From an optimization exercise on the open Yosys and OpenROAD flow, aimed at small area; shortcuts taken in it are not production practice.
At most, simulation tests tie the RTL to the original design; equivalence was not proved.
For run 6, only the layout was checked, not whether the RTL still works.
Power is estimated from default activity; no workload was simulated.

## design.v

```verilog
`timescale 1ns / 1ps
module Delay
#(
    parameter Width = 1,
    parameter Delay = 1
)
(
    input [Width-1:0]Input,
    input CLK_in,
    output [Width-1:0]Output
);
wire [Width-1:0]chain[Delay:0];
assign chain[0] = Input;
assign Output = chain[Delay];
genvar i;
generate
    for(i=0;i<Delay;i=i+1)
    begin
        register #(.Width(Width)) reg_i
        (
            .CLK_in(CLK_in),
            .d(chain[i]),
            .q(chain[i+1])
        );
    end
endgenerate
endmodule
module register
#(
    parameter Width=1
)
(
input CLK_in,
input [Width-1:0]d,
output [Width-1:0]q
);
reg [Width-1:0] val;
always @(posedge CLK_in)
begin
    val<=d;
end
assign q=val;
endmodule
`timescale 1ns / 1ps
module mult_R
(
    input CLK,
    input [7:0] A,
    output [15:0] P
);
reg [7:0] a_q;
reg [15:0] p_q1;
reg [15:0] p_q2;
always @(posedge CLK)
begin
    a_q <= A;
    p_q1 <= a_q * 16'd77;
    p_q2 <= p_q1;
end
assign P = p_q2;
endmodule
`timescale 1ns / 1ps
module mult_G
(
    input CLK,
    input [7:0] A,
    output [15:0] P
);
reg [7:0] a_q;
reg [15:0] p_q1;
reg [15:0] p_q2;
always @(posedge CLK)
begin
    a_q <= A;
    p_q1 <= a_q * 16'd150;
    p_q2 <= p_q1;
end
assign P = p_q2;
endmodule
`timescale 1ns / 1ps
module mult_B
(
    input CLK,
    input [7:0] A,
    output [15:0] P
);
reg [7:0] a_q;
reg [15:0] p_q1;
reg [15:0] p_q2;
always @(posedge CLK)
begin
    a_q <= A;
    p_q1 <= a_q * 16'd29;
    p_q2 <= p_q1;
end
assign P = p_q2;
endmodule
`timescale 1ns / 1ps
module adder_rgb2gray
(
    input [15:0] A,
    input [15:0] B,
    input CLK,
    output [15:0] S
);
reg [15:0] s_q1;
reg [15:0] s_q2;
always @(posedge CLK)
begin
    s_q1 <= A + B;
    s_q2 <= s_q1;
end
assign S = s_q2;
endmodule
`timescale 1ns / 1ps
module Delay_B
(
    input [15:0] Input,
    input CLK_in,
    output [15:0] Output
);
Delay #(.Width(16), .Delay(2)) inst
(
    .Input(Input),
    .CLK_in(CLK_in),
    .Output(Output)
);
endmodule
`timescale 1ns / 1ps
module Delay_RGB2GraySync
(
    input [2:0] Input,
    input CLK_in,
    output [2:0] Output
);
Delay #(.Width(3), .Delay(7)) inst
(
    .Input(Input),
    .CLK_in(CLK_in),
    .Output(Output)
);
endmodule
`timescale 1ns / 1ps
module rgb2gray_uhd_4ppc
(
    input [95:0] VIDEO_IN_tdata,
    input VIDEO_IN_tlast,
    output VIDEO_IN_tready,
    input VIDEO_IN_tuser,
    input VIDEO_IN_tvalid,
    input s_axis_video_aclk,
    output [31:0] VIDEO_OUT_tdata,
    output VIDEO_OUT_tlast,
    input VIDEO_OUT_tready,
    output VIDEO_OUT_tuser,
    output VIDEO_OUT_tvalid
);
wire [31:0] hx, hy;
wire [3:0] c8;
wire [31:0] gray;
reg [31:0] x1, y1;
reg [3:0] c1;
reg [2:0] s1;
reg [34:0] r2, r3, r4, r5, r6, r7;
genvar k;
generate
    for (k = 0; k < 4; k = k + 1)
    begin : px
        wire [7:0] a = VIDEO_IN_tdata[24*k+16+:8];
        wire [7:0] b = VIDEO_IN_tdata[24*k+8+:8];
        wire [7:0] c = VIDEO_IN_tdata[24*k+:8];
        wire hs1;
        wire hc2;
        wire fs3;
        wire fc4;
        wire fs5;
        wire fc6;
        wire hs7;
        wire hc8;
        wire fs9;
        wire fc10;
        wire fs11;
        wire fc12;
        wire hs13;
        wire hc14;
        wire fs15;
        wire fc16;
        wire fs17;
        wire fc18;
        wire fs19;
        wire fc20;
        wire fs21;
        wire fc22;
        wire fs23;
        wire fc24;
        wire fs25;
        wire fc26;
        wire fs27;
        wire fc28;
        wire fs29;
        wire fc30;
        wire hs31;
        wire hc32;
        wire fs33;
        wire fc34;
        wire fs35;
        wire fc36;
        wire fs37;
        wire fc38;
        wire fs39;
        wire fc40;
        wire fs41;
        wire fc42;
        wire fs43;
        wire fc44;
        wire fs45;
        wire fc46;
        wire fs47;
        wire fc48;
        wire fs49;
        wire fc50;
        wire fs51;
        wire fc52;
        wire fs53;
        wire fc54;
        wire fs55;
        wire fc56;
        wire fs57;
        wire fc58;
        wire fs59;
        wire fc60;
        wire fs61;
        wire fc62;
        wire fs63;
        wire fc64;
        wire hs65;
        wire hc66;
        wire fs67;
        wire fc68;
        wire fs69;
        wire fc70;
        wire fs71;
        wire fc72;
        wire fs73;
        wire fc74;
        wire fs75;
        wire fc76;
        wire fs77;
        wire fc78;
        wire fs79;
        wire fc80;
        wire fs81;
        wire fc82;
        wire fs83;
        wire fc84;
        wire fs85;
        wire fc86;
        wire fs87;
        wire fc88;
        wire fs89;
        wire fc90;
        wire fs91;
        wire fc92;
        wire fs93;
        wire fc94;
        wire fs95;
        wire fc96;
        wire fs97;
        wire fc98;
        wire hs99;
        wire hc100;
        wire fs101;
        wire fc102;
        wire fs103;
        wire fc104;
        wire fs105;
        wire fc106;
        wire fs107;
        wire fc108;
        wire fs109;
        wire fc110;
        wire fs111;
        wire fc112;
        wire fs113;
        wire fc114;
        wire fs115;
        wire fc116;
        wire fs117;
        wire fc118;
        wire fs119;
        wire fc120;
        wire hs121;
        wire hc122;
        wire fs123;
        wire fc124;
        wire fs125;
        wire fc126;
        wire fs127;
        wire fc128;
        wire fs129;
        wire fc130;
        wire fs131;
        wire fc132;
        wire fs133;
        wire fc134;
        wire fs135;
        wire fc136;
        wire fs137;
        wire fc138;
        wire fs139;
        wire fc140;
        wire fs141;
        wire fc142;
        wire fs143;
        wire fc144;
        wire fs145;
        wire fc146;
            rg_ha u2 (.a(a[4]), .b(a[2]), .s(hs1), .co(hc2));
            rg_fa u4 (.a(a[5]), .b(a[3]), .c(a[2]), .s(fs3), .co(fc4));
            rg_fa u6 (.a(a[6]), .b(a[4]), .c(a[3]), .s(fs5), .co(fc6));
            rg_ha u8 (.a(a[0]), .b(b[6]), .s(hs7), .co(hc8));
            rg_fa u10 (.a(a[7]), .b(a[5]), .c(a[4]), .s(fs9), .co(fc10));
            rg_fa u12 (.a(a[1]), .b(b[7]), .c(b[5]), .s(fs11), .co(fc12));
            rg_ha u14 (.a(b[4]), .b(b[3]), .s(hs13), .co(hc14));
            rg_fa u16 (.a(a[6]), .b(a[5]), .c(a[2]), .s(fs15), .co(fc16));
            rg_fa u18 (.a(b[6]), .b(b[5]), .c(b[4]), .s(fs17), .co(fc18));
            rg_fa u20 (.a(a[7]), .b(a[6]), .c(a[3]), .s(fs19), .co(fc20));
            rg_fa u22 (.a(a[3]), .b(a[1]), .c(a[0]), .s(fs21), .co(fc22));
            rg_fa u24 (.a(a[1]), .b(b[4]), .c(b[2]), .s(fs23), .co(fc24));
            rg_fa u26 (.a(b[1]), .b(b[0]), .c(c[3]), .s(fs25), .co(fc26));
            rg_fa u28 (.a(b[5]), .b(b[3]), .c(b[2]), .s(fs27), .co(fc28));
            rg_fa u30 (.a(b[1]), .b(c[4]), .c(c[3]), .s(fs29), .co(fc30));
            rg_ha u32 (.a(c[1]), .b(hc2), .s(hs31), .co(hc32));
            rg_fa u34 (.a(b[4]), .b(b[3]), .c(b[2]), .s(fs33), .co(fc34));
            rg_fa u36 (.a(c[5]), .b(c[4]), .c(c[2]), .s(fs35), .co(fc36));
            rg_fa u38 (.a(hs7), .b(fc4), .c(fs5), .s(fs37), .co(fc38));
            rg_fa u40 (.a(c[6]), .b(c[5]), .c(c[3]), .s(fs39), .co(fc40));
            rg_fa u42 (.a(c[0]), .b(hc8), .c(hs13), .s(fs41), .co(fc42));
            rg_fa u44 (.a(fc6), .b(fs9), .c(fs11), .s(fs43), .co(fc44));
            rg_fa u46 (.a(c[7]), .b(c[6]), .c(c[4]), .s(fs45), .co(fc46));
            rg_fa u48 (.a(c[1]), .b(hc14), .c(fc10), .s(fs47), .co(fc48));
            rg_fa u50 (.a(fc12), .b(fs15), .c(fs17), .s(fs49), .co(fc50));
            rg_fa u52 (.a(b[7]), .b(b[6]), .c(b[5]), .s(fs51), .co(fc52));
            rg_fa u54 (.a(c[7]), .b(c[5]), .c(c[2]), .s(fs53), .co(fc54));
            rg_fa u56 (.a(fc16), .b(fc18), .c(fs19), .s(fs55), .co(fc56));
            rg_fa u58 (.a(a[7]), .b(a[4]), .c(b[7]), .s(fs57), .co(fc58));
            rg_fa u60 (.a(b[6]), .b(c[6]), .c(c[3]), .s(fs59), .co(fc60));
            rg_fa u62 (.a(a[2]), .b(a[0]), .c(b[2]), .s(fs61), .co(fc62));
            rg_fa u64 (.a(b[3]), .b(b[1]), .c(b[0]), .s(fs63), .co(fc64));
            rg_ha u66 (.a(c[2]), .b(c[1]), .s(hs65), .co(hc66));
            rg_fa u68 (.a(c[2]), .b(c[0]), .c(hs1), .s(fs67), .co(fc68));
            rg_fa u70 (.a(fc22), .b(fs23), .c(fs25), .s(fs69), .co(fc70));
            rg_fa u72 (.a(fc24), .b(fc26), .c(fs27), .s(fs71), .co(fc72));
            rg_fa u74 (.a(fs29), .b(hs31), .c(fs3), .s(fs73), .co(fc74));
            rg_fa u76 (.a(hc32), .b(fc28), .c(fc30), .s(fs75), .co(fc76));
            rg_fa u78 (.a(fs33), .b(fs35), .c(fs37), .s(fs77), .co(fc78));
            rg_fa u80 (.a(fc34), .b(fc36), .c(fs39), .s(fs79), .co(fc80));
            rg_fa u82 (.a(fs41), .b(fc38), .c(fs43), .s(fs81), .co(fc82));
            rg_fa u84 (.a(fc40), .b(fs45), .c(fc42), .s(fs83), .co(fc84));
            rg_fa u86 (.a(fc44), .b(fs47), .c(fs49), .s(fs85), .co(fc86));
            rg_fa u88 (.a(fc46), .b(fs51), .c(fs53), .s(fs87), .co(fc88));
            rg_fa u90 (.a(fc48), .b(fc50), .c(fs55), .s(fs89), .co(fc90));
            rg_fa u92 (.a(fc52), .b(fc54), .c(fc20), .s(fs91), .co(fc92));
            rg_fa u94 (.a(fs57), .b(fs59), .c(fc56), .s(fs93), .co(fc94));
            rg_fa u96 (.a(a[5]), .b(b[7]), .c(c[7]), .s(fs95), .co(fc96));
            rg_fa u98 (.a(c[4]), .b(fc58), .c(fc60), .s(fs97), .co(fc98));
            rg_ha u100 (.a(b[0]), .b(c[1]), .s(hs99), .co(hc100));
            rg_fa u102 (.a(hs65), .b(fc62), .c(fs63), .s(fs101), .co(fc102));
            rg_fa u104 (.a(hc66), .b(fc64), .c(fs67), .s(fs103), .co(fc104));
            rg_fa u106 (.a(fc68), .b(fc70), .c(fs71), .s(fs105), .co(fc106));
            rg_fa u108 (.a(fc72), .b(fc74), .c(fs75), .s(fs107), .co(fc108));
            rg_fa u110 (.a(fc76), .b(fs79), .c(fc78), .s(fs109), .co(fc110));
            rg_fa u112 (.a(fc80), .b(fs83), .c(fc82), .s(fs111), .co(fc112));
            rg_fa u114 (.a(fs87), .b(fc84), .c(fc86), .s(fs113), .co(fc114));
            rg_fa u116 (.a(fc88), .b(fs91), .c(fc90), .s(fs115), .co(fc116));
            rg_fa u118 (.a(fs95), .b(fc92), .c(fs97), .s(fs117), .co(fc118));
            rg_fa u120 (.a(a[6]), .b(c[5]), .c(fc96), .s(fs119), .co(fc120));
            rg_ha u122 (.a(a[1]), .b(b[1]), .s(hs121), .co(hc122));
            rg_fa u124 (.a(c[0]), .b(hs99), .c(fs61), .s(fs123), .co(fc124));
            rg_fa u126 (.a(hc100), .b(fs21), .c(fs101), .s(fs125), .co(fc126));
            rg_fa u128 (.a(fc102), .b(fs69), .c(fs103), .s(fs127), .co(fc128));
            rg_fa u130 (.a(fs73), .b(fc104), .c(fs105), .s(fs129), .co(fc130));
            rg_fa u132 (.a(fc106), .b(fs107), .c(fs77), .s(fs131), .co(fc132));
            rg_fa u134 (.a(fc108), .b(fs81), .c(fs109), .s(fs133), .co(fc134));
            rg_fa u136 (.a(fs85), .b(fc110), .c(fs111), .s(fs135), .co(fc136));
            rg_fa u138 (.a(fs89), .b(fc112), .c(fs113), .s(fs137), .co(fc138));
            rg_fa u140 (.a(fs93), .b(fc114), .c(fs115), .s(fs139), .co(fc140));
            rg_fa u142 (.a(fc94), .b(fs117), .c(fc116), .s(fs141), .co(fc142));
            rg_fa u144 (.a(fc98), .b(fs119), .c(fc118), .s(fs143), .co(fc144));
            rg_fa u146 (.a(a[7]), .b(c[6]), .c(fc120), .s(fs145), .co(fc146));
        wire [8:0] lc;
        assign lc[0] = 1'b0;
        assign lc[1] = (a[0] & b[0]) | (lc[0] & (a[0] | b[0]));
        rg_maj m1 (.a(c[0]), .b(hs121), .c(lc[1]), .y(lc[2]));
        rg_maj m2 (.a(hc122), .b(fs123), .c(lc[2]), .y(lc[3]));
        rg_maj m3 (.a(fc124), .b(fs125), .c(lc[3]), .y(lc[4]));
        rg_maj m4 (.a(fc126), .b(fs127), .c(lc[4]), .y(lc[5]));
        rg_maj m5 (.a(fc128), .b(fs129), .c(lc[5]), .y(lc[6]));
        assign lc[7] = (fc130 & fs131) | (lc[6] & (fc130 | fs131));
        assign lc[8] = (fc132 & fs133) | (lc[7] & (fc132 | fs133));
        assign c8[k] = lc[8];
        assign hx[8*k+:8] = {1'b0, c[7], fs145, fs143, fc140, fc138, fc136, fc134};
        assign hy[8*k+:8] = {1'b0, fc146, fc144, fc142, fs141, fs139, fs137, fs135};
        wire [8:0] rc;
        assign rc[0] = c1[k];
        rg_fa f2_0 (.a(x1[8*k+0]), .b(y1[8*k+0]), .c(rc[0]), .s(gray[8*k+0]), .co(rc[1]));
        rg_fa f2_1 (.a(x1[8*k+1]), .b(y1[8*k+1]), .c(rc[1]), .s(gray[8*k+1]), .co(rc[2]));
        rg_fa f2_2 (.a(x1[8*k+2]), .b(y1[8*k+2]), .c(rc[2]), .s(gray[8*k+2]), .co(rc[3]));
        rg_fa f2_3 (.a(x1[8*k+3]), .b(y1[8*k+3]), .c(rc[3]), .s(gray[8*k+3]), .co(rc[4]));
        rg_fa f2_4 (.a(x1[8*k+4]), .b(y1[8*k+4]), .c(rc[4]), .s(gray[8*k+4]), .co(rc[5]));
        rg_fa f2_5 (.a(x1[8*k+5]), .b(y1[8*k+5]), .c(rc[5]), .s(gray[8*k+5]), .co(rc[6]));
        rg_fa f2_6 (.a(x1[8*k+6]), .b(y1[8*k+6]), .c(rc[6]), .s(gray[8*k+6]), .co(rc[7]));
        assign gray[8*k+7] = rc[7];
    end
endgenerate
always @(posedge s_axis_video_aclk)
begin
    x1 <= hx;
    y1 <= hy;
    c1 <= c8;
    s1 <= {VIDEO_IN_tlast, VIDEO_IN_tuser, VIDEO_IN_tvalid};
    r2 <= {s1, gray};
    r3 <= r2;
    r4 <= r3;
    r5 <= r4;
    r6 <= r5;
    r7 <= r6;
end
assign VIDEO_OUT_tdata = r7[31:0];
assign {VIDEO_OUT_tlast, VIDEO_OUT_tuser, VIDEO_OUT_tvalid} = r7[34:32];
assign VIDEO_IN_tready = VIDEO_OUT_tready;
endmodule
module rg_fa (input a, input b, input c, output s, output co);
assign s = a ^ b ^ c;
assign co = (a & b) | (a & c) | (b & c);
endmodule
module rg_maj (input a, input b, input c, output y);
assign y = (a & b) | (a & c) | (b & c);
endmodule
module rg_ha (input a, input b, output s, output co);
assign s = a ^ b;
assign co = a & b;
endmodule
```

## flow/run.sh

```bash
#!/bin/bash
# Standard layout, with plain buf_1 cells as the port buffers and a clock tree
# without dummy loads and with a small root buffer.
set -euo pipefail
export BUFFER_PORTS_ARGS="-buffer_cell sky130_fd_sc_hd__buf_1"
export CTS_ARGS="-sink_clustering_enable -repair_clock_nets -sink_clustering_size 18 -sink_clustering_max_diameter 60 -buf_list {sky130_fd_sc_hd__clkbuf_8 sky130_fd_sc_hd__clkbuf_16} -sink_clustering_buffer sky130_fd_sc_hd__clkbuf_8 -root_buf sky130_fd_sc_hd__clkbuf_4 -dont_use_dummy_load"
bash standard.sh > standard.log 2>&1
```

## standard.sh

```bash
#!/bin/bash
# synth_recipe.tcl (not shown) runs the flow's synth.tcl, then flattens the netlist and writes it again
# the make line also repeats each setting of config.mk as NAME=value (left out here)
make -C /OpenROAD-flow-scripts/flow DESIGN_CONFIG=/design/flow/config.mk WORK_HOME=/design/flow/orfs CLKGATE_MAP_FILE= SYNTH_SCRIPT=/design/flow/synth_recipe.tcl "${@:-finish}"
```

## config.mk

```make
export PLATFORM = sky130hd
export DESIGN_NAME = rgb2gray_uhd_4ppc
export DESIGN_NICKNAME = rgb2gray_uhd_4ppc
export VERILOG_FILES = /design/flow/design.v
export SDC_FILE = /design/flow/constraint.sdc
export NUM_CORES = 4
export LEC_CHECK = 0
export CAP_MARGIN = 20
export CORE_MARGIN = 2
export CORE_UTILIZATION = 40
export CTS_BUF_LIST = sky130_fd_sc_hd__clkbuf_16
export CTS_CLUSTER_DIAMETER = 80
export CTS_CLUSTER_SIZE = 25
export GPL_TIMING_DRIVEN = 0
export SLEW_MARGIN = 20
export SYNTH_HIERARCHICAL = 1
```

## constraint.sdc

```tcl
create_clock -name core_clock -period 4.0 [get_ports {s_axis_video_aclk}]
set_input_delay 0.8000 -clock core_clock [delete_from_list [all_inputs] [get_ports {s_axis_video_aclk}]]
set_output_delay 0.8000 -clock core_clock [all_outputs]
set_load 0.01 [all_outputs]
```

==> results of run 1 <==
## synthesized netlist by cell type
cell type / n
fa_1: 292
dfxtp_1: 273
ha_1: 28
maj3_2: 20
a21oi_1: 4
and2_1: 4
nand2_1: 4
o21ai_1: 4
o22ai_1: 4
buf_4: 1
## final timing paths
kind	start	end	slack, ns	cells past startpoint
worst max register to register	x1[24]	r2[30]	0.74	7
worst min register to register	r2[8]	r3[8]	0.27	0
worst max-delay path	x1[24]	r2[30]	0.74	7
worst min-delay path	r2[8]	r3[8]	0.27	0
## final cells by class
class	count	area share, %
antenna	2	0.0377
buffer	1	0.0565
clock buffer	22	2.14
multi-input combinational	360	49.1
sequential	273	41.1
tap	390	3.67
timing repair buffer	135	3.82
## state kept, by name, summed over array words and instances, names as in the netlist
name and count:
x1 28, r2 35, r6 35, r5 35, r4 35, s1 3
y1 28, r7 35, r3 35, c1 4
## Yosys stat by module (local to each module, per instance)
module,area [µm²],cells inside
rg_maj,11.3,1
rg_ha,12.5,1
rg_fa,20.0,1
rgb2gray_uhd_4ppc,5580,294
## layout by cell type (no fill, tap or decap)
cell      Yosys  final
nand2_1       4      4
and2_1        4      4
fa_1        292    292
dfxtp_1     273    273
buf_4         1      1
clkbuf_4      0      3
diode_2       0      2
maj3_2       20     20
ha_1         28     28
o21ai_1       4      4
a21oi_1       4      4
buf_1         0    135
o22ai_1       4      4
clkbuf_8      0     19
## critical path: cells and delay by family (launching register included)
family / cells / cell delay [ns]
adders and majority gates: 7 / 2.80
DFF: 1 / 0.33
## power groups by stage
stage / Clock (mW) / Sequential, mW / Combinational (mW)
floorplan: 0 / 4.50 / 1.93
global placement: 0 / 4.48 / 2.82
finish: 1.20 / 4.41 / 2.74
detailed placement: 0 / 4.51 / 2.86
global route: 1.39 / 4.55 / 3.35
CTS: 1.29 / 4.44 / 2.86
## metrics by stage
step                hold slack, ns  instance area [µm²]
global placement             0.310                13000
detailed placement           0.312                13000
CTS                          0.201                13300
finish                       0.268                13300
global route                 0.207                13300
floorplan                    0.310                12000
## routing by layer
metal  wire, µm  up-vias
met3        934       35
met1       7270     2723
li1           -     2287
met4        377        6
met2       8450       96
met5         41        -
## kinds of logic after synthesis
| family | count (synthesis) |
|---|---|
| fa+ha+maj | 340 |
| buf+inv | 1 |
| flops | 273 |
| simple gates | 8 |
| compound gates | 12 |
==> results.sh, run 1 <==
export IMPL_clock_skew_ns=0.0673
export IMPL_nets=1214
export IMPL_crit_type="reg -> reg"
export IMPL_layout_drive_gt1_share_pct=5.44
export IMPL_synth_cell_types=10
export IMPL_critPathLaunchType="register"
export IMPL_clock_sinks=273
export IMPL_pre_cts_ws_ns=0.163
export IMPL_static_leakage_power_nw=5.10
export IMPL_power_frac_seq_pct=52.8
export IMPL_synth_compound_area_share_pct=0.542
export IMPL_finalSetupTns_ns=0
export IMPL_yosysSeqAreaShare_pct=45.5
export IMPL_dieArea_um2=31400
export IMPL_layout_min_cycle_time_ns=3.26
export IMPL_drt_iter0_drc=176
export IMPL_tightest_slew_ns=0.435
export IMPL_ant_nets=0
export IMPL_cts_made_buffers=22
export IMPL_p_per_area_nw_per_um2=629
export IMPL_power_mw=8.35
export IMPL_synthesis_nets=1055
export IMPL_post_cts_buffers=0
export IMPL_clk_pin_slew_ns=0.10
export IMPL_drc=0
export IMPL_worst_slack_ns=0.736
export IMPL_power_clock_fraction_pct=14.4
export IMPL_cp_slowest_cell="fa_1"
export IMPL_fill_cells=2658
export IMPL_ys_top_cells_by_area="fa_1, dfxtp_1, ha_1"
export IMPL_status="timing/DRC/antenna clean"
export IMPL_fin_cells=1183
export IMPL_cts_tree="done"
export IMPL_die_width_um=177
export IMPL_synthMuxAreaShare_pct=0
export IMPL_synth_xor_area_share_pct=0
export IMPL_num_io_pins=137
export IMPL_clkLatencyLatePin_ns=0.64
export IMPL_multiInputGateArea_um2=6530
export IMPL_switching_share_pct=29.8
export IMPL_core_region_area_um2=29600
export IMPL_clockRootBuffer="clkbuf_4"
export IMPL_synth_adder_area_share_pct=53.5
export IMPL_drt_wl_total_mm=17.1
export IMPL_busiest_layer="met2"
export IMPL_gp_congestion=0.793
export IMPL_cts_resized=0
export IMPL_grtUsageMet2_pct=20.5
export IMPL_antenna_found_initial=4
export IMPL_arrival_ns=3.75
export IMPL_p_int_mw=5.86
export IMPL_initial_core_util_pct=40.6
export IMPL_grt_pass1_vias=6092
export IMPL_cp_max_fo=1
export IMPL_cts_buffer_depth=3
export IMPL_dp_cells=1159
export IMPL_yosys_area_share_simple_pct=0.334
export IMPL_relSlewSlack_pct=71.0
export IMPL_yosysTopAreaCellShare_pct=48.7
export IMPL_port_buffers=135
export IMPL_final_util_pct=44.9
export IMPL_ys_seq_elements=273
export IMPL_required_ns=4.48
export IMPL_avgSynthCellArea_um2=18.9
export IMPL_grt_setup_unrepaired="no"
export IMPL_max_stage_delay_ns=0.44
export IMPL_dieHeight_um=177
export IMPL_cts_hold_buf=0
export IMPL_h_tree_depth=1
export IMPL_fin_crit_sh_pct=81.6
export IMPL_synth_top_family_by_area="adder cells"
export IMPL_via_per_inst=4.35
export IMPL_core_rowCount=63
export IMPL_drv_slew=0
export IMPL_pwr_share_comb_pct=32.8
export IMPL_hold_class="reg -> reg"
export IMPL_via_count=5147
export IMPL_final_hold_viol_count=0
export IMPL_grt_pass1_wl_mm=29.8
export IMPL_end_kind="register"
export IMPL_dpl_hpwl_mm=14.6
export IMPL_grt_usage_pct=12.1
export IMPL_crit_top_cell="fa_1"
export IMPL_first_pass_iters=6
export IMPL_p_sw_mw=2.49
export IMPL_grtUsageMet3_pct=2.90
export IMPL_grt_util_met1_pct=15.8
export IMPL_drv_cap=0
export IMPL_crit_chain="fa_1 > fa_1 > fa_1 > fa_1 > fa_1 > fa_1 > fa_1"
export IMPL_final_seq_area_um2=5470
export IMPL_yosys_warnings=7
export IMPL_syn_cell_area_um2=12000
export IMPL_syn_to_final_growth_pct=10.7
export IMPL_synth_area_leader_cell="fa_1"
export IMPL_grt_remaining_overflow=0
export IMPL_vdd_drop_max_mv=0.372
export IMPL_final_setup_viol_count=0
export IMPL_fmax_ghz=0.306
export IMPL_post_drt_wl_per_cell_um=14.4
export IMPL_netlist_instances=634
export IMPL_grt_max_degree=19
==> run 2: changes to the inputs <==
--- a/config.mk
+++ b/config.mk
@@ -6,10 +6,8 @@
 export NUM_CORES = 4
 export LEC_CHECK = 0
+export ABC_AREA = 1
 export CAP_MARGIN = 20
 export CORE_MARGIN = 2
 export CORE_UTILIZATION = 40
-export CTS_BUF_LIST = sky130_fd_sc_hd__clkbuf_16
-export CTS_CLUSTER_DIAMETER = 80
-export CTS_CLUSTER_SIZE = 25
 export GPL_TIMING_DRIVEN = 0
 export SLEW_MARGIN = 20
==> results.sh, run 2 <==
export IMPL_die_width_um=179
export IMPL_vdd_drop_max_mv=0.365
export IMPL_required_ns=4.50
export IMPL_nets=1311
export IMPL_drt_iter0_drc=116
export IMPL_ys_seq_elements=273
export IMPL_netlist_instances=730
export IMPL_cts_made_buffers=23
export IMPL_layout_min_cycle_time_ns=3.32
export IMPL_h_tree_depth=1
export IMPL_end_kind="register"
export IMPL_fmax_ghz=0.302
export IMPL_yosys_warnings=7
export IMPL_dr_wl_met2_mm=8.97
export IMPL_hold_class="in -> reg"
export IMPL_drv_cap=0
export IMPL_p_per_area_nw_per_um2=640
export IMPL_final_setup_viol_count=0
export IMPL_status="timing/DRC/antenna clean"
export IMPL_tightest_slew_ns=0.469
export IMPL_wl_met1_mm=7.49
export IMPL_wl_met3_um=772
export IMPL_port_buffers=135
export IMPL_max_stage_delay_ns=0.44
export IMPL_antenna_found_initial=1
export IMPL_final_hold_viol_count=0
export IMPL_arrival_ns=3.82
export IMPL_cts_hold_buf=0
export IMPL_fin_crit_sh_pct=82.9
export IMPL_dieHeight_um=179
export IMPL_clockRootBuffer="clkbuf_4"
export IMPL_grt_max_degree=19
export IMPL_drv_slew=0
export IMPL_core_rowCount=64
export IMPL_hold_start="VIDEO_IN_tuser"
export IMPL_avgSynthCellArea_um2=16.9
export IMPL_synthesis_nets=1151
export IMPL_clock_sinks=273
export IMPL_synthFlopType="dfxtp_1"
export IMPL_clk_pin_slew_ns=0.10
export IMPL_critPathLaunch="x1[0]"
export IMPL_dieArea_um2=32200
export IMPL_grt_pass1_vias=6373
export IMPL_grt_usage_pct=12.0
export IMPL_r2r_start="x1[0]"
export IMPL_crit_top_cell="fa_1"
export IMPL_drt_wl_total_mm=17.6
export IMPL_clock_skew_ns=0.0568
export IMPL_synth_top_cells_by_count="fa_1, dfxtp_1, nand2_1"
export IMPL_cp_slowest_cell="fa_1"
export IMPL_yosysSeqAreaShare_pct=44.4
export IMPL_crit_type="reg -> reg"
export IMPL_yosysTopAreaCellShare_pct=47.5
export IMPL_design_area_um2=13600
export IMPL_synth_edff_count=0
export IMPL_first_pass_iters=4
export IMPL_final_common_cell="fa_1"
export IMPL_cp_max_fo=1
export IMPL_synth_area_leader_cell="fa_1"
export IMPL_relSlewSlack_pct=68.8
export IMPL_grt_remaining_overflow=0
export IMPL_yosysMostFrequentCell="fa_1"
export IMPL_via_per_inst=4.34
export IMPL_top_layer="met4"
export IMPL_dpl_hpwl_mm=15.1
export IMPL_crit_chain="fa_1 > fa_1 > fa_1 > fa_1 > fa_1 > fa_1 > fa_1"
export IMPL_post_drt_wl_per_cell_um=13.7
export IMPL_layout_common_cells="fa_1, dfxtp_1, buf_1"
export IMPL_core_region_area_um2=30400
export IMPL_gp_congestion=0.807
export IMPL_finalSetupTns_ns=0
export IMPL_syn_to_final_growth_pct=10.6
export IMPL_drc=0
export IMPL_placed_cell_area_um2=13300
export IMPL_layout_drive_gt1_share_pct=4.95
export IMPL_cts_buffer_depth=3
export IMPL_clkLatencyLatePin_ns=0.63
export IMPL_critPathLaunchType="register"
export IMPL_synth_cell_types=8
export IMPL_syn_cell_area_um2=12300
export IMPL_post_cts_buffers=0
export IMPL_cts_tree="done"
export IMPL_grt_pass1_wl_mm=31.3
export IMPL_grt_setup_unrepaired="no"
export IMPL_ant_nets=0
export IMPL_initial_core_util_pct=40.5
export IMPL_via_count=5577
export IMPL_ys_top_cells_by_area="fa_1, dfxtp_1, ha_1"
export IMPL_async_flop_share_pct=0
export IMPL_cts_resized=0
export IMPL_num_io_pins=137
export IMPL_static_leakage_power_nw=5.48
-- run 2: kinds of logic after synthesis --
logic type    share of synthesized area (%)
buf+inv                               0.793
flops                                  44.4
fa+ha+maj                              50.3
simple gates                           4.47
-- run 2: report_power, final --
part | total (mW) | internal (mW) | leakage [nW] | switching (mW)
sequential | 4.43 | 4.08 | 2.30 | 0.348
combinational | 3.04 | 1.41 | 3.02 | 1.63
clock | 1.24 | 0.474 | 0.158 | 0.766
total | 8.71 | 5.96 | 5.48 | 2.75
-- run 2: path summary, 6_finish.rpt --
kind	end	slack [ns]	cells past startpoint
hold / removal	s1[1]	0.23	1
hold reg to reg	r5[15]	0.27	0
setup reg to reg	r2[6]	0.68	7
setup / recovery	r2[6]	0.68	7
-- run 2: per-stage QoR --
step	utilization (%)	setup WS, ns	total power [mW]	instances	hold slack (ns)
finish	44.7	0.685	8.71	1285	0.226
floorplan	-	0.630	6.67	730	0.310
CTS	44.7	0.624	8.97	1284	0.170
global placement	43.7	0.235	7.61	1261	0.310
global route	44.7	0.559	9.74	1285	0.172
detailed placement	43.7	0.218	7.69	1261	0.312
-- run 2: worst max-delay path, delay by kind of cell, from the launching register on --
family	cells	cell delay, ns
DFF	1	0.33
adders and majority gates	7	2.86
-- run 2: Yosys stat by module (local to each module, per instance) --
module             area [µm²]  copies in the design  cells
rg_fa                    20.0                   292      1
rg_ha                    12.5                    28      1
rg_maj                   21.3                    20      4
rgb2gray_uhd_4ppc        5690                     1    330
-- run 2: layer usage --
metal  up-vias  GRT usage (%)
li1       2540              -
met1      2923           15.8
met2        90           20.6
met3        24           2.41
met4         0           2.70
met5         -              0
-- run 2: final cells by class --
type                            count  area (µm²)
Buffer                              1        7.51
Multi-Input combinational cell    432        6750
Fill cell                        2774       16800
Antenna cell                        1        2.50
Sequential cell                   273        5470
Timing Repair Buffer              135         507
Tap cell                          396         495
Clock buffer                       23         298
Inverter                           24        90.1
==> run 3: changes to the inputs <==
--- a/config.mk
+++ b/config.mk
@@ -6,8 +6,7 @@
 export NUM_CORES = 4
 export LEC_CHECK = 0
-export ABC_AREA = 1
 export CAP_MARGIN = 20
 export CORE_MARGIN = 2
-export CORE_UTILIZATION = 40
+export CORE_UTILIZATION = 80
 export GPL_TIMING_DRIVEN = 0
 export SLEW_MARGIN = 20
==> results.sh, run 3 <==
export IMPL_status="aborted with a tool error"
export IMPL_stop_stage="detailed placement"
export IMPL_error="[ERROR DPL-0033] detailed placement checks failed during check placement."
export IMPL_async_flop_share_pct=0
export IMPL_num_io_pins=137
export IMPL_synth_area_leader_cell="fa_1"
export IMPL_yosys_warnings=7
export IMPL_dieHeight_um=126
export IMPL_yosys_area_share_simple_pct=0.334
export IMPL_netlist_instances=634
export IMPL_synth_top_cells_by_count="fa_1, dfxtp_1, ha_1"
export IMPL_synth_top_family_by_area="adder cells"
export IMPL_synthesis_nets=1055
export IMPL_synthMuxAreaShare_pct=0
export IMPL_yosysSeqAreaShare_pct=45.5
export IMPL_core_rowCount=44
export IMPL_synth_cell_types=10
export IMPL_gp_congestion=0.865
export IMPL_synth_compound_area_share_pct=0.542
export IMPL_avgSynthCellArea_um2=18.9
export IMPL_ys_seq_elements=273
export IMPL_dpl_hpwl_mm=21.2
export IMPL_synth_xor_area_share_pct=0
export IMPL_synth_adder_area_share_pct=53.5
export IMPL_port_buffers=135
export IMPL_synth_edff_count=0
export IMPL_syn_cell_area_um2=12000
export IMPL_die_width_um=126
export IMPL_yosysMostFrequentCell="fa_1"
export IMPL_synthFlopType="dfxtp_1"
export IMPL_ys_top_cells_by_area="fa_1, dfxtp_1, ha_1"
export IMPL_initial_core_util_pct=82.2
export IMPL_yosysTopAreaCellShare_pct=48.7
[run 3: cell types whose count changed after synthesis]
| cell | previous run | this run |
|---|---|---|
| o22ai_1 | 0 | 4 |
| inv_1 | 24 | 0 |
| maj3_2 | 0 | 20 |
| nand2_1 | 88 | 4 |
| nand3_2 | 20 | 0 |
| and2_1 | 0 | 4 |
| a21oi_1 | 0 | 4 |
| o21ai_1 | 0 | 4 |
| nand3_1 | 4 | 0 |
[run 3: cells by family after synthesis]
group / after synthesis
adders and majority gates: 340
DFF: 273
AOI/OAI and AO/OA: 12
and+or+nand+nor: 8
buffers and inverters: 1
[run 3: modules after synthesis (local to each module, per instance)]
module / cells inside / flip-flops and latches / cell area (µm²) / copies in the design
rg_fa: 1 / 0 / 20.0 / 292
rg_ha: 1 / 0 / 12.5 / 28
rg_maj: 1 / 0 / 11.3 / 20
rgb2gray_uhd_4ppc: 294 / 273 / 5580 / 1
[run 3: power by group through the flow]
stage | clock, mW | combinational [mW] | sequential, mW
floorplan | 0 | 1.93 | 4.50
global placement | 0 | 2.71 | 4.47
[run 3: worst max-delay path by stage]
| stage | start | depth (start not counted) | endpoint |
|---|---|---|---|
| 2_1_floorplan | VIDEO_IN_tdata[22] | 7 | c1[0] |
| 3_3_place_gp | VIDEO_IN_tdata[33] | 9 | c1[1] |
[run 3: metrics by stage]
step                    hold slack [ns]  std cells
after floorplan                   0.310        634
after global placement            0.310        953
==> run 4: changes to the inputs <==
--- a/config.mk
+++ b/config.mk
@@ -8,5 +8,5 @@
 export CAP_MARGIN = 20
 export CORE_MARGIN = 2
-export CORE_UTILIZATION = 80
+export CORE_UTILIZATION = 60
 export GPL_TIMING_DRIVEN = 0
 export SLEW_MARGIN = 20
==> results.sh, run 4 <==
export IMPL_relSlewSlack_pct=70.7
export IMPL_multiInputGateArea_um2=6530
export IMPL_h_tree_depth=1
export IMPL_grt_setup_unrepaired="no"
export IMPL_vdd_drop_max_mv=0.435
export IMPL_fin_cells=1053
export IMPL_grt_pass1_vias=6355
export IMPL_drv_cap=0
export IMPL_yosysMostFrequentCell="fa_1"
export IMPL_required_ns=4.46
export IMPL_end_kind="register"
export IMPL_core_region_area_um2=19500
export IMPL_die_width_um=145
export IMPL_drv_slew=0
export IMPL_cts_tree="done"
export IMPL_layout_drive_gt1_share_pct=5.08
export IMPL_drt_wl_total_mm=16.8
export IMPL_final_common_cell="fa_1"
export IMPL_crit_type="reg -> reg"
export IMPL_final_hold_viol_count=0
export IMPL_synth_cell_types=10
export IMPL_via_count=5126
export IMPL_fmax_ghz=0.308
export IMPL_status="timing/DRC/antenna clean"
export IMPL_grt_pass1_wl_mm=30.2
export IMPL_synth_edff_count=0
export IMPL_tightest_slew_ns=0.439
export IMPL_ys_top_cells_by_area="fa_1, dfxtp_1, ha_1"
export IMPL_post_drt_wl_per_cell_um=15.9
export IMPL_clock_skew_ns=0.0178
export IMPL_power_mw=8.30
export IMPL_critPathLaunchType="register"
export IMPL_yosysSeqAreaShare_pct=45.5
export IMPL_clk_pin_slew_ns=0.10
export IMPL_clock_sinks=273
export IMPL_ant_nets=0
export IMPL_synthesis_nets=1055
export IMPL_netlist_instances=634
export IMPL_synth_top_cells_by_count="fa_1, dfxtp_1, ha_1"
export IMPL_fill_cells=1424
export IMPL_syn_to_final_growth_pct=9.01
export IMPL_antenna_found_initial=0
export IMPL_diodes=0
export IMPL_fin_crit_sh_pct=81.0
export IMPL_cts_made_buffers=19
export IMPL_synthFlopType="dfxtp_1"
export IMPL_port_buffers=135
export IMPL_wl_met1_mm=6.82
export IMPL_avgSynthCellArea_um2=18.9
export IMPL_cts_buffer_depth=3
export IMPL_cts_resized=0
export IMPL_top_layer="met4"
export IMPL_via_per_inst=4.87
export IMPL_nets=1211
export IMPL_clockRootBuffer="clkbuf_4"
export IMPL_initial_core_util_pct=61.5
export IMPL_grt_usage_pct=17.9
export IMPL_grt_max_degree=19
export IMPL_dr_wl_met2_mm=9.16
export IMPL_finalSetupTns_ns=0
export IMPL_yosysTopAreaCellShare_pct=48.7
export IMPL_async_flop_share_pct=0
export IMPL_first_pass_iters=4
export IMPL_gp_congestion=0.870
export IMPL_layout_common_cells="fa_1, dfxtp_1, buf_1"
export IMPL_clkLatencyLatePin_ns=0.58
export IMPL_dpl_hpwl_mm=14.7
export IMPL_dieArea_um2=21100
export IMPL_drt_iter0_drc=115
export IMPL_syn_cell_area_um2=12000
export IMPL_synth_area_leader_cell="fa_1"
export IMPL_layout_min_cycle_time_ns=3.24
export IMPL_hold_ws_ns=0.313
export IMPL_pre_cts_ws_ns=0.136
export IMPL_static_leakage_power_nw=5.08
export IMPL_num_io_pins=137
export IMPL_arrival_ns=3.70
export IMPL_p_per_area_nw_per_um2=635
export IMPL_dp_cells=1034
export IMPL_cp_max_fo=1
export IMPL_post_cts_buffers=0
export IMPL_final_seq_area_um2=5470
export IMPL_core_rowCount=51
export IMPL_worst_slack_ns=0.758
export IMPL_ys_seq_elements=273
export IMPL_drc=0
export IMPL_hold_class="reg -> reg"
export IMPL_dieHeight_um=145
export IMPL_yosys_warnings=7
export IMPL_cts_hold_buf=0
export IMPL_final_setup_viol_count=0
export IMPL_grt_remaining_overflow=0
export IMPL_wl_met3_um=613
[run 4: cell counts after synthesis]
No cell type changed its count.
[run 4: worst paths after layout]
kind	start	end	slack, ns	cells after the start
setup reg to reg	x1[0]	r2[6]	0.76	7
hold / removal	r6[5]	r7[5]	0.31	0
setup / recovery	x1[0]	r2[6]	0.76	7
hold reg to reg	r6[5]	r7[5]	0.31	0
[run 4: report_power, final]
group / switching [mW] / total, mW / leakage (nW) / internal [mW]
Sequential: 0.360 / 4.44 / 2.30 / 4.08
Clock: 0.704 / 1.10 / 0.129 / 0.392
Combinational: 1.42 / 2.77 / 2.65 / 1.34
Total: 2.49 / 8.30 / 5.08 / 5.81
[run 4: stage by stage]
step | utilization (%) | instance area (µm²)
finish | 67.0 | 13100
global route | 67.0 | 13100
CTS | 67.0 | 13100
detailed placement | 65.7 | 12800
global placement | 65.7 | 12800
floorplan | - | 12000
[run 4: layout make-up]
class,instances,share of cell area [%]
Buffer,1,0.0574
Clock buffer,19,1.86
Multi-Input combinational cell,360,49.9
Sequential cell,273,41.8
Tap cell,265,2.53
Timing Repair Buffer,135,3.87
[run 4: kinds of logic after synthesis]
kind of cell    count (synthesis)  share of synthesized area [%]
compound gates                 12                          0.542
fa+ha+maj                     340                           53.5
buf+inv                         1                         0.0626
flops                         273                           45.5
simple gates                    8                          0.334
[run 4: worst max-delay path, stage by stage, from the launching register on]
cell     delay (ns)
dfxtp_1        0.33
fa_1           0.43
fa_1           0.38
fa_1           0.39
fa_1           0.39
fa_1           0.38
fa_1           0.39
fa_1           0.44
[run 4: layer usage]
layer	global-route usage, %	vias to the layer above
met3	2.85	15
met2	32.1	92
met1	23.9	2737
met5	0	-
li1	-	2282
met4	2.70	0
[run 4: modules after synthesis, one instance, submodules excluded]
module | cells inside | times used | flip-flops and latches
rgb2gray_uhd_4ppc | 294 | 1 | 273
rg_fa | 1 | 292 | 0
rg_ha | 1 | 28 | 0
rg_maj | 1 | 20 | 0
==> run 5: changes to the inputs <==
==> flow/run.sh (replaced) <==
#!/bin/bash
# Standard layout, with plain buf_1 cells as the port buffers and a clock tree
# without dummy loads and with a small root buffer.
set -euo pipefail
export BUFFER_PORTS_ARGS="-buffer_cell sky130_fd_sc_hd__buf_1"
export CTS_ARGS="-sink_clustering_enable -repair_clock_nets -sink_clustering_size 20 -sink_clustering_max_diameter 55 -buf_list {sky130_fd_sc_hd__clkbuf_8 sky130_fd_sc_hd__clkbuf_16} -sink_clustering_buffer sky130_fd_sc_hd__clkbuf_8 -root_buf sky130_fd_sc_hd__clkbuf_4 -dont_use_dummy_load"
bash standard.sh > standard.log 2>&1
--- a/config.mk
+++ b/config.mk
@@ -8,5 +8,5 @@
 export CAP_MARGIN = 20
 export CORE_MARGIN = 2
-export CORE_UTILIZATION = 60
+export CORE_UTILIZATION = 50
 export GPL_TIMING_DRIVEN = 0
 export SLEW_MARGIN = 20
==> results.sh, run 5 <==
export IMPL_arrival_ns=3.74
export IMPL_h_tree_depth=1
export IMPL_cts_made_buffers=18
export IMPL_syn_to_final_growth_pct=9.46
export IMPL_clk_pin_slew_ns=0.11
export IMPL_hold_class="reg -> reg"
export IMPL_avgSynthCellArea_um2=18.9
export IMPL_r2r_slack_ns=0.73
export IMPL_dieArea_um2=25300
export IMPL_post_cts_buffers=0
export IMPL_r2r_start="x1[24]"
export IMPL_relSlewSlack_pct=71.7
export IMPL_vdd_drop_max_mv=0.313
export IMPL_required_ns=4.47
export IMPL_synth_edff_count=0
export IMPL_ff2ff_path_depth=7
export IMPL_cts_tree="done"
export IMPL_netlist_instances=634
export IMPL_clockRootBuffer="clkbuf_4"
export IMPL_drv_slew=0
export IMPL_ys_top_cells_by_area="fa_1, dfxtp_1, ha_1"
export IMPL_grt_pass1_wl_mm=30.3
export IMPL_end_kind="register"
export IMPL_p_per_area_nw_per_um2=628
export IMPL_reg2reg_to="r2[30]"
export IMPL_fmax_ghz=0.306
export IMPL_drv_cap=0
export IMPL_dpl_hpwl_mm=14.7
export IMPL_final_setup_viol_count=0
export IMPL_antenna_found_initial=0
export IMPL_fin_crit_sh_pct=81.8
export IMPL_cts_resized=0
export IMPL_gp_congestion=0.814
export IMPL_synthFlopType="dfxtp_1"
export IMPL_clock_skew_ns=0.0506
export IMPL_nets=1210
export IMPL_clock_sinks=273
export IMPL_die_width_um=159
export IMPL_yosysSeqAreaShare_pct=45.5
export IMPL_cp_max_fo=1
export IMPL_ys_seq_elements=273
export IMPL_hold_ws_ns=0.272
export IMPL_async_flop_share_pct=0
export IMPL_port_buffers=135
export IMPL_grt_setup_unrepaired="no"
export IMPL_status="timing/DRC/antenna clean"
export IMPL_grt_pass1_vias=6369
export IMPL_syn_cell_area_um2=12000
export IMPL_hold_start="r3[8]"
export IMPL_grt_usage_pct=14.7
export IMPL_synthesis_nets=1055
export IMPL_critPathLaunch="x1[24]"
export IMPL_yosysTopAreaCellShare_pct=48.7
export IMPL_tightest_slew_ns=0.425
export IMPL_initial_core_util_pct=51.0
export IMPL_layout_drive_gt1_share_pct=4.96
export IMPL_via_count=5097
export IMPL_drt_wl_total_mm=16.8
export IMPL_dieHeight_um=159
export IMPL_synth_top_cells_by_count="fa_1, dfxtp_1, ha_1"
export IMPL_cts_hold_buf=0
export IMPL_drt_iter0_drc=197
export IMPL_synth_area_leader_cell="fa_1"
export IMPL_core_rowCount=56
export IMPL_critPathLaunchType="register"
export IMPL_static_leakage_power_nw=5.07
export IMPL_crit_type="reg -> reg"
export IMPL_final_util_pct=55.8
export IMPL_final_common_cell="fa_1"
export IMPL_grt_remaining_overflow=0
export IMPL_core_region_area_um2=23500
export IMPL_layout_min_cycle_time_ns=3.27
export IMPL_drc=0
export IMPL_via_per_inst=4.61
export IMPL_yosysMostFrequentCell="fa_1"
export IMPL_num_io_pins=137
export IMPL_layout_common_cells="fa_1, dfxtp_1, buf_1"
export IMPL_synth_cell_types=10
export IMPL_final_hold_viol_count=0
export IMPL_grt_max_degree=21
export IMPL_diodes=0
export IMPL_post_drt_wl_per_cell_um=15.2
export IMPL_ant_nets=0
export IMPL_finalSetupTns_ns=0
export IMPL_first_pass_iters=4
export IMPL_clkLatencyLatePin_ns=0.59
export IMPL_crit_path_end="r2[30]"
export IMPL_yosys_warnings=7
export IMPL_cts_buffer_depth=3
## run 5: per-module statistics from Yosys, one instance, submodules excluded
module,cells inside,flip-flops and latches,times used
rg_fa,1,0,292
rg_ha,1,0,28
rg_maj,1,0,20
rgb2gray_uhd_4ppc,294,273,1
## run 5: worst min-delay path by stage
| stage | cells past startpoint | slack [ns] | to |
|---|---|---|---|
| floorplan | 0 | 0.31 | r2[32] |
| detailed placement | 0 | 0.31 | r6[6] |
| finish | 0 | 0.27 | r4[8] |
| CTS | 1 | 0.24 | s1[2] |
| global route | 1 | 0.23 | s1[2] |
| global placement | 0 | 0.31 | r3[25] |
## run 5: layout make-up
class,instances,area (µm²)
Fill cell,1929,10400
Multi-Input combinational cell,360,6530
Sequential cell,273,5470
Timing Repair Buffer,135,507
Tap cell,319,399
Clock buffer,18,229
Buffer,1,7.51
## run 5: per-stage QoR
stage / instances / instance area (µm²) / setup WS [ns] / power (mW)
6_report: 1106 / 13100 / 0.727 / 8.25
4_1_cts: 1106 / 13100 / 0.672 / 8.50
3_5_place_dp: 1088 / 12900 / 0.155 / 7.40
3_3_place_gp: 1088 / 12900 / 0.193 / 7.32
5_1_grt: 1106 / 13100 / 0.584 / 9.15
2_1_floorplan: 634 / 12000 / 0.601 / 6.43
## run 5: per-layer routing
metal | routed length, µm | track usage (%)
met5 | 0 | 0
met4 | 249 | 2.27
met3 | 676 | 2.82
met2 | 8790 | 26.2
met1 | 7050 | 19.4
## run 5: cells by family after synthesis
group | Yosys count | synth area share (%)
adders and majority gates | 340 | 53.5
AOI/OAI and AO/OA | 12 | 0.542
and+or+nand+nor | 8 | 0.334
buffers and inverters | 1 | 0.0626
DFF | 273 | 45.5
## run 5: critical path: stages (launching register included)
cell and delay, ns:
dfxtp_1 0.34, fa_1 0.44, fa_1 0.39, fa_1 0.39, fa_1 0.38, fa_1 0.39, fa_1 0.39, fa_1 0.45
## run 5: report_power, final
| part | internal, mW | switching [mW] |
|---|---|---|
| clock network | 0.371 | 0.703 |
| registers | 4.08 | 0.353 |
| logic | 1.33 | 1.42 |
| total | 5.78 | 2.47 |
==> run 6: changes to the inputs <==
--- a/design.v
+++ b/design.v
@@ -162,5 +162,5 @@
 reg [3:0] c1;
 reg [2:0] s1;
-reg [34:0] r2, r3, r4, r5, r6, r7;
+reg [34:0] r2, r3, r4, r5, r6, r7, r8;
 genvar k;
 generate
@@ -402,23 +402,62 @@
         assign hx[8*k+:8] = {1'b0, c[7], fs145, fs143, fc140, fc138, fc136, fc134};
         assign hy[8*k+:8] = {1'b0, fc146, fc144, fc142, fs141, fs139, fs137, fs135};
-        wire [8:0] rc;
-        assign rc[0] = c1[k];
-        rg_fa f2_0 (.a(x1[8*k+0]), .b(y1[8*k+0]), .c(rc[0]), .s(gray[8*k+0]), .co(rc[1]));
-        rg_fa f2_1 (.a(x1[8*k+1]), .b(y1[8*k+1]), .c(rc[1]), .s(gray[8*k+1]), .co(rc[2]));
-        rg_fa f2_2 (.a(x1[8*k+2]), .b(y1[8*k+2]), .c(rc[2]), .s(gray[8*k+2]), .co(rc[3]));
-        rg_fa f2_3 (.a(x1[8*k+3]), .b(y1[8*k+3]), .c(rc[3]), .s(gray[8*k+3]), .co(rc[4]));
-        rg_fa f2_4 (.a(x1[8*k+4]), .b(y1[8*k+4]), .c(rc[4]), .s(gray[8*k+4]), .co(rc[5]));
-        rg_fa f2_5 (.a(x1[8*k+5]), .b(y1[8*k+5]), .c(rc[5]), .s(gray[8*k+5]), .co(rc[6]));
-        rg_fa f2_6 (.a(x1[8*k+6]), .b(y1[8*k+6]), .c(rc[6]), .s(gray[8*k+6]), .co(rc[7]));
-        assign gray[8*k+7] = rc[7];
+        wire [7:0] pg_g, pg_p, pg_s;
+        wire [8:0] cc;
+        assign cc[0] = c8[k];
+        assign pg_g[0] = hx[8*k+0] & hy[8*k+0];
+        assign pg_p[0] = hx[8*k+0] ^ hy[8*k+0];
+        assign pg_g[1] = hx[8*k+1] & hy[8*k+1];
+        assign pg_p[1] = hx[8*k+1] ^ hy[8*k+1];
+        assign pg_g[2] = hx[8*k+2] & hy[8*k+2];
+        assign pg_p[2] = hx[8*k+2] ^ hy[8*k+2];
+        assign pg_g[3] = hx[8*k+3] & hy[8*k+3];
+        assign pg_p[3] = hx[8*k+3] ^ hy[8*k+3];
+        assign pg_g[4] = hx[8*k+4] & hy[8*k+4];
+        assign pg_p[4] = hx[8*k+4] ^ hy[8*k+4];
+        assign pg_g[5] = hx[8*k+5] & hy[8*k+5];
+        assign pg_p[5] = hx[8*k+5] ^ hy[8*k+5];
+        assign pg_g[6] = hx[8*k+6] & hy[8*k+6];
+        assign pg_p[6] = hx[8*k+6] ^ hy[8*k+6];
+        assign pg_g[7] = hx[8*k+7] & hy[8*k+7];
+        assign pg_p[7] = hx[8*k+7] ^ hy[8*k+7];
+        wire sk0_1g = pg_g[0] | (pg_p[0] & cc[0]);
+        wire sk0_1p = pg_p[0] & 1'b0;
+        wire sk0_3g = pg_g[2] | (pg_p[2] & pg_g[1]);
+        wire sk0_3p = pg_p[2] & pg_p[1];
+        wire sk0_5g = pg_g[4] | (pg_p[4] & pg_g[3]);
+        wire sk0_5p = pg_p[4] & pg_p[3];
+        wire sk0_7g = pg_g[6] | (pg_p[6] & pg_g[5]);
+        wire sk0_7p = pg_p[6] & pg_p[5];
+        wire sk1_2g = pg_g[1] | (pg_p[1] & sk0_1g);
+        wire sk1_2p = pg_p[1] & sk0_1p;
+        wire sk1_3g = sk0_3g | (sk0_3p & sk0_1g);
+        wire sk1_3p = sk0_3p & sk0_1p;
+        wire sk1_6g = pg_g[5] | (pg_p[5] & sk0_5g);
+        wire sk1_6p = pg_p[5] & sk0_5p;
+        wire sk1_7g = sk0_7g | (sk0_7p & sk0_5g);
+        wire sk1_7p = sk0_7p & sk0_5p;
+        wire sk2_4g = pg_g[3] | (pg_p[3] & sk1_3g);
+        wire sk2_4p = pg_p[3] & sk1_3p;
+        wire sk2_5g = sk0_5g | (sk0_5p & sk1_3g);
+        wire sk2_5p = sk0_5p & sk1_3p;
+        wire sk2_6g = sk1_6g | (sk1_6p & sk1_3g);
+        wire sk2_6p = sk1_6p & sk1_3p;
+        wire sk2_7g = sk1_7g | (sk1_7p & sk1_3g);
+        wire sk2_7p = sk1_7p & sk1_3p;
+        wire sk3_8g = pg_g[7] | (pg_p[7] & sk2_7g);
+        wire sk3_8p = pg_p[7] & sk2_7p;
+        assign gray[8*k+0] = pg_p[0] ^ cc[0];
+        assign gray[8*k+1] = pg_p[1] ^ sk0_1g;
+        assign gray[8*k+2] = pg_p[2] ^ sk1_2g;
+        assign gray[8*k+3] = pg_p[3] ^ sk1_3g;
+        assign gray[8*k+4] = pg_p[4] ^ sk2_4g;
+        assign gray[8*k+5] = pg_p[5] ^ sk2_5g;
+        assign gray[8*k+6] = pg_p[6] ^ sk2_6g;
+        assign gray[8*k+7] = pg_p[7] ^ sk2_7g;
     end
 endgenerate
 always @(posedge s_axis_video_aclk)
 begin
-    x1 <= hx;
-    y1 <= hy;
-    c1 <= c8;
-    s1 <= {VIDEO_IN_tlast, VIDEO_IN_tuser, VIDEO_IN_tvalid};
-    r2 <= {s1, gray};
+    r2 <= {VIDEO_IN_tlast, VIDEO_IN_tuser, VIDEO_IN_tvalid, gray};
     r3 <= r2;
     r4 <= r3;
@@ -426,7 +465,8 @@
     r6 <= r5;
     r7 <= r6;
+    r8 <= r7;
 end
-assign VIDEO_OUT_tdata = r7[31:0];
-assign {VIDEO_OUT_tlast, VIDEO_OUT_tuser, VIDEO_OUT_tvalid} = r7[34:32];
+assign VIDEO_OUT_tdata = r8[31:0];
+assign {VIDEO_OUT_tlast, VIDEO_OUT_tuser, VIDEO_OUT_tvalid} = r8[34:32];
 assign VIDEO_IN_tready = VIDEO_OUT_tready;
 endmodule
==> flow/run.sh (replaced) <==
#!/bin/bash
# Standard layout, with plain buf_1 cells as the port buffers and a clock tree
# without dummy loads and with a small root buffer.
set -euo pipefail
export BUFFER_PORTS_ARGS="-buffer_cell sky130_fd_sc_hd__buf_1"
export CTS_ARGS="-sink_clustering_enable -repair_clock_nets -sink_clustering_size 18 -sink_clustering_max_diameter 60 -buf_list {sky130_fd_sc_hd__clkbuf_8 sky130_fd_sc_hd__clkbuf_16} -sink_clustering_buffer sky130_fd_sc_hd__clkbuf_8 -root_buf sky130_fd_sc_hd__clkbuf_4 -dont_use_dummy_load"
bash standard.sh > standard.log 2>&1
--- a/config.mk
+++ b/config.mk
@@ -8,5 +8,5 @@
 export CAP_MARGIN = 20
 export CORE_MARGIN = 2
-export CORE_UTILIZATION = 50
+export CORE_UTILIZATION = 60
 export GPL_TIMING_DRIVEN = 0
 export SLEW_MARGIN = 20
==> results.sh, run 6 <==
export IMPL_status="failed layout checks"
export IMPL_failed_checks="negative setup slack"
export IMPL_grt_setup_unrepaired="yes"
export IMPL_clock_skew_ns=0.0577
export IMPL_yosysTopAreaCellShare_pct=46.2
export IMPL_p_int_mw=7.25
export IMPL_dpl_hpwl_mm=15.7
export IMPL_fmax_ghz=0.213
export IMPL_fin_cells=1121
export IMPL_pwr_share_comb_pct=54.9
export IMPL_drv_slew=0
export IMPL_switching_share_pct=34.4
export IMPL_arrival_ns=5.12
export IMPL_grt_usage_pct=18.7
export IMPL_nets=1287
export IMPL_dp_cells=1082
export IMPL_layout_drive_gt1_share_pct=17.8
export IMPL_grt_pass1_vias=6774
export IMPL_dieHeight_um=145
export IMPL_synth_cell_types=23
export IMPL_fin_crit_sh_pct=117
export IMPL_h_tree_depth=1
export IMPL_yosysMostFrequentCell="fa_1"
export IMPL_via_per_inst=5.03
export IMPL_initial_core_util_pct=61.3
export IMPL_avgSynthCellArea_um2=17.5
export IMPL_tightest_slew_ns=0.458
export IMPL_drt_wl_total_mm=18.1
export IMPL_drc=0
export IMPL_cts_made_buffers=18
export IMPL_final_util_pct=69.4
export IMPL_core_region_area_um2=19500
export IMPL_synth_top_cells_by_count="fa_1, dfxtp_1, ha_1"
export IMPL_cts_buffer_depth=3
export IMPL_required_ns=4.44
export IMPL_antenna_found_initial=0
export IMPL_syn_cell_area_um2=12000
export IMPL_grt_max_degree=19
export IMPL_cts_tree="done"
export IMPL_hold_class="reg -> reg"
export IMPL_clock_sinks=245
export IMPL_worst_slack_ns=-0.688
export IMPL_vdd_drop_max_mv=0.801
export IMPL_synthFlopType="dfxtp_1"
export IMPL_r2r_slack_ns=3.53
export IMPL_core_rowCount=51
export IMPL_pre_cts_ws_ns=-1.53
export IMPL_final_hold_viol_count=0
export IMPL_async_flop_share_pct=0
export IMPL_finalSetupTns_ns=-13.96
export IMPL_grt_pass1_wl_mm=31.7
export IMPL_clkLatencyLatePin_ns=0.59
export IMPL_final_common_cell="fa_1"
export IMPL_diodes=0
export IMPL_power_frac_seq_pct=36.1
export IMPL_cp_max_fo=4
export IMPL_yosysSeqAreaShare_pct=41.0
export IMPL_p_per_area_nw_per_um2=816
export IMPL_ys_seq_elements=245
export IMPL_netlist_instances=682
export IMPL_die_width_um=145
export IMPL_yosys_warnings=7
export IMPL_clk_pin_slew_ns=0.09
export IMPL_post_drt_wl_per_cell_um=16.2
export IMPL_layout_common_cells="fa_1, dfxtp_1, buf_1"
export IMPL_drv_cap=0
export IMPL_synth_area_leader_cell="fa_1"
export IMPL_grt_remaining_overflow=0
export IMPL_crit_type="in -> reg"
export IMPL_ys_top_cells_by_area="fa_1, dfxtp_1, ha_1"
export IMPL_num_io_pins=137
export IMPL_first_pass_iters=4
export IMPL_drt_iter0_drc=161
export IMPL_via_count=5639
export IMPL_p_sw_mw=3.81
export IMPL_critPathLaunchType="input port"
export IMPL_syn_to_final_growth_pct=13.2
export IMPL_power_clock_fraction_pct=9.0
export IMPL_end_kind="register"
export IMPL_final_setup_viol_count=28
export IMPL_dieArea_um2=21100
export IMPL_layout_min_cycle_time_ns=4.69
export IMPL_port_buffers=135
export IMPL_synthesis_nets=1111
export IMPL_relSlewSlack_pct=69.5
export IMPL_gp_congestion=0.834
export IMPL_synth_edff_count=0
export IMPL_static_leakage_power_nw=5.42
export IMPL_clockRootBuffer="clkbuf_4"
export IMPL_ant_nets=0
==> run 6: cell types whose count changed in the layout (fill, tap and decap cells not counted), moves of 9 or more <==
cell	before	now
buf_1	135	85
buf_6	0	11
ha_1	28	49
buf_4	1	22
dfxtp_1	273	245
fa_2	0	16
fa_1	292	260
clkbuf_2	0	9
buf_2	0	22
==> run 6: Yosys stat by module (local to each module, per instance) <==
module	copies in the design	cells
rg_maj	20	1
rgb2gray_uhd_4ppc	1	370
rg_fa	264	1
rg_ha	28	1
==> run 6: critical path: stages <==
cell      delay [ns]
buf_2           0.15
ha_1            0.33
fa_1            0.47
fa_1            0.51
fa_1            0.42
maj3_2          0.32
maj3_2          0.30
maj3_2          0.31
maj3_2          0.32
fa_2            0.38
buf_6           0.13
a211oi_4        0.28
nor3_2          0.06
or3_1           0.35
==> run 6: what timing repair did <==
item / 4_1_cts / 5_1_grt
endpoints found under the setup margin: 32 / 29
gates resized for setup: 91 / 27
setup buffers: 12 / 9
hold buffers: 0 / 0
pin swaps: 35 / 26
==> run 6: logic make-up after synthesis <==
kind of cell,Yosys count,synth area share (%)
buffers and inverters,5,0.188
xor gates and xnor gates,12,0.878
DFF,245,41.0
AOI/OAI and AO/OA,40,2.59
and+or+nand+nor,24,1.21
adders and majority gates,356,54.2
==> run 6: worst paths after layout <==
check,from,to,cells after the start
worst min-delay path,r6[7],r7[7],0
worst max register to register,r2[6],r3[6],0
worst min register to register,r6[7],r7[7],0
worst max-delay path,VIDEO_IN_tdata[68],r2[22],14
==> run 6: routing by layer <==
| metal | GRT usage [%] | share of wire [%] | wire length [µm] |
|---|---|---|---|
| met1 | 24.3 | 40 | 7330 |
| met2 | 33.2 | 54 | 9760 |
| met3 | 3.90 | 4.3 | 787 |
| met4 | 3.04 | 1.3 | 228 |
| met5 | 0 | 0 | 0 |
==> run 6: power by group through the flow <==
stage,registers [mW],logic (mW),clock network [mW]
after global placement,4.03,5.03,0
final,4.00,6.06,0.994
after global routing,4.12,6.93,1.15
after floorplan,4.07,3.99,0
after detailed placement,4.08,5.21,0
after CTS,4.02,5.92,1.05
==> run 6: per-stage QoR <==
| step | power (mW) | hold slack, ns | instance area (µm²) |
|---|---|---|---|
| 6_report | 11.1 | 0.257 | 13500 |
| 5_1_grt | 12.2 | 0.253 | 13500 |
| 4_1_cts | 11.0 | 0.258 | 13400 |
| 3_5_place_dp | 9.28 | 0.312 | 12800 |
| 3_3_place_gp | 9.06 | 0.310 | 12800 |
| 2_1_floorplan | 8.06 | 0.310 | 12000 |
==> run 6: area by class of cell <==
class                           instances  area, µm²
Clock buffer                           18        229
Multi-Input combinational cell        432       7190
Buffer                                  1       7.51
Inverter                                4       15.0
Fill cell                            1364       5980
Timing Repair Buffer                  156        866
Sequential cell                       245       4900
Tap cell                              265        332

==> separate check: timing with driven ports <==
Ports are ideal in the flow. The routed layouts listed here were re-timed in OpenROAD. Step 1, drivers: a clkbuf_16 drives s_axis_video_aclk and a buf_2 each remaining input, both assumed. Step 2 moves the port delays by t, midway between the first and last clock arrival at a register: inputs arrive t later, outputs are due t later. That takes back most of the time a late clock gives input paths. Slacks: ideal ports / drivers / drivers and shift; pairs: ideal ports / drivers.
| run | t (ns) | setup WS [ns] | worst setup path after step 2 | pins driven straight from the clock port |
|---|---|---|---|---|
| run 1 | 0.648 | 0.736 / 0.736 / 0.178 | input to register | 1 |
| run 2 | 0.661 | 0.685 / 0.685 / 0.260 | input to register | 1 |
| run 4 | 0.609 | 0.758 / 0.758 / 0.184 | input to register | 1 |
| run 5 | 0.599 | 0.727 / 0.727 / 0.172 | input to register | 1 |
| run 6 | 0.594 | -0.688 / -0.677 / -1.271 | input to register | 1 |
For run 6, which loses most, drivers alone change the setup slack by +0.011 ns; drivers and shift together by -0.583 ns.
